What follows belongs to an exercise in optimizing a design on an open flow for small area; a production flow would make more cautious choices. Only simulation tests tie the RTL to the original design; equivalence was not proved. No activity file was given, so power comes from the tool's default toggle rates.

==> job 4941: inputs <==
==> flow/design.v (excerpt) <==
module top(clk, rst, jumpButton, duckButton, start, collided, Hsynq, Vsynq, run, dead, resetButton, Red, Green, Blue);
export LEC_CHECK = 0
export ABC_AREA = 1
export CAP_MARGIN = 20
export CORE_MARGIN = 2
export CORE_UTILIZATION = 40
export SLEW_MARGIN = 20
create_clock -name core_clock -period 10.0 [get_ports {clk}]
standard.sh (not shown) runs the stock make flow with config.mk's settings and CLKGATE_MAP_FILE= SYNTH_SCRIPT=/design/flow/synth_recipe.tcl, a recipe that flattens the netlist after the stock synthesis.
==> flow/flow/run.sh <==
#!/bin/bash
# Standard ORFS layout, with two changes:
#  - port buffers are sky130_fd_sc_hd__buf_1 (every input and output still gets one);
#  - clock tree synthesis adds no dummy loads.
set -euo pipefail
export BUFFER_PORTS_ARGS="-buffer_cell sky130_fd_sc_hd__buf_1"
export CTS_ARGS="-sink_clustering_enable -repair_clock_nets -dont_use_dummy_load"
bash standard.sh > standard_flow.log 2>&1
==> inputs of job 118, as changes to job 4941 <==
--- a/flow/flow/run.sh
+++ b/flow/flow/run.sh
@@ -1,3 +1,7 @@
 #!/bin/bash
-# Standard ORFS layout, with two changes:
+# Standard ORFS layout (the standard.sh), with these changes:
+#  - synthesis maps the logic with ABC's area-oriented mapper (amap) instead of
+#    ORFS's abc_area.script; the ORFS scripts are copied unchanged otherwise;
+#  - synthesis does not extract half/full adder cells (ADDER_MAP_FILE empty);
+#    registers are exactly those of the standard synthesis;
 #  - port buffers are sky130_fd_sc_hd__buf_1 (every input and output still gets one);
@@ -5,2 +9,8 @@
 set -euo pipefail
+here=$(pwd)
+rm -rf "$here/scripts_mod"
+cp -r "$FLOW_HOME/scripts" "$here/scripts_mod"
+cp "$here/flow/abc_area.script" "$here/scripts_mod/abc_area.script"
+export SCRIPTS_DIR="$here/scripts_mod"
+export ADDER_MAP_FILE=
 export BUFFER_PORTS_ARGS="-buffer_cell sky130_fd_sc_hd__buf_1"
==> flow/flow/abc_area.script (new file) <==
strash
dch
amap
topo
==> inputs of job 9017, as changes to job 4941 <==
--- a/flow/flow/run.sh
+++ b/flow/flow/run.sh
@@ -1,3 +1,5 @@
 #!/bin/bash
-# Standard ORFS layout, with two changes:
+# Standard ORFS layout (the standard.sh), with three changes:
+#  - synthesis does not extract half/full adder cells (ADDER_MAP_FILE empty):
+#    the logic is mapped by ABC like any other logic; registers are unchanged;
 #  - port buffers are sky130_fd_sc_hd__buf_1 (every input and output still gets one);
@@ -5,2 +7,3 @@
 set -euo pipefail
+export ADDER_MAP_FILE=
 export BUFFER_PORTS_ARGS="-buffer_cell sky130_fd_sc_hd__buf_1"
==> qor summary <==
| item | job 9017 | job 118 | job 4941 |
|---|---|---|---|
| Run status | finished clean | finished clean | finished clean |
| Net total in the final layout | 692 | 609 | 740 |
| Clk Latency, worst-skew pair | 0.32 ns | 0.31 ns | 0.33 ns |
| Commonest non-fill, non-tap cell in the layout | sky130_fd_sc_hd__nand2_1 | sky130_fd_sc_hd__nor2_1 | sky130_fd_sc_hd__nand2_1 |
| All-Layer GR Usage | 28.6% | 30.0% | 28.8% |
| Worst-case setup margin in the final layout | 4.61 ns | 3.91 ns | 4.57 ns |
| Met2 Wirelength | 7.26 mm | 6.97 mm | 7.88 mm |
| Number of global-route vias before repair | 4,578 | 4,201 | 4,481 |
| Static Leak | 1.91 nW | 1.28 nW | 2.06 nW |
| Estimated wirelength of the detail-placed design | 12.6 mm | 11.9 mm | 13.4 mm |
| Worst Skew | 0.0204 ns | 0.0165 ns | 0.0300 ns |
| Beginning of the worst hold path | ac[9] | ac[12] | ac[1] |
| Fraction of area in multi-input gates | 57.3% | 57.0% | 60.6% |
| Adder-Cell Fraction of Synth Area | 0% | 0% | 9.20% |
| Met3 wire length | 1.22 mm | 936 µm | 1.13 mm |
| Net count after synthesis | 689 | 588 | 736 |
| Plain + repair buffers | 22 | 26 | 22 |
| First-pass GRT wire length | 24.5 mm | 23.2 mm | 25.4 mm |
| Maximum cell stage delay along the critical path | 0.37 ns | 0.70 ns | 0.52 ns |

static timing again, ports no longer ideal:
The results above use ideal ports. As a check the final layouts listed here were re-extracted and re-timed, cells and wires unchanged.
Step 1, drivers: a clkbuf_16 drives clk and a buf_2 each remaining input, both assumed.
Step 2 moves the port delays by t, midway between the first and last clock arrival at a register: inputs arrive t later, outputs are due t later. That takes back most of the time a late clock gives input paths.
Three values: ideal, step 1, step 2; two values: the first two.
run | shift t [ns] | setup slack, ns | latest minus earliest clock arrival (ns)
job 4941 | 0.351 | 4.569 / 4.526 / 4.526 | 0.030 / 0.030
job 118 | 0.335 | 3.913 / 3.883 / 4.115 | 0.017 / 0.018
job 9017 | 0.341 | 4.614 / 4.579 / 4.579 | 0.022 / 0.021
After both steps every run listed still meets setup and hold. For job 4941, which loses most, drivers alone change the setup slack by -0.043 ns; drivers and shift together by -0.043 ns.
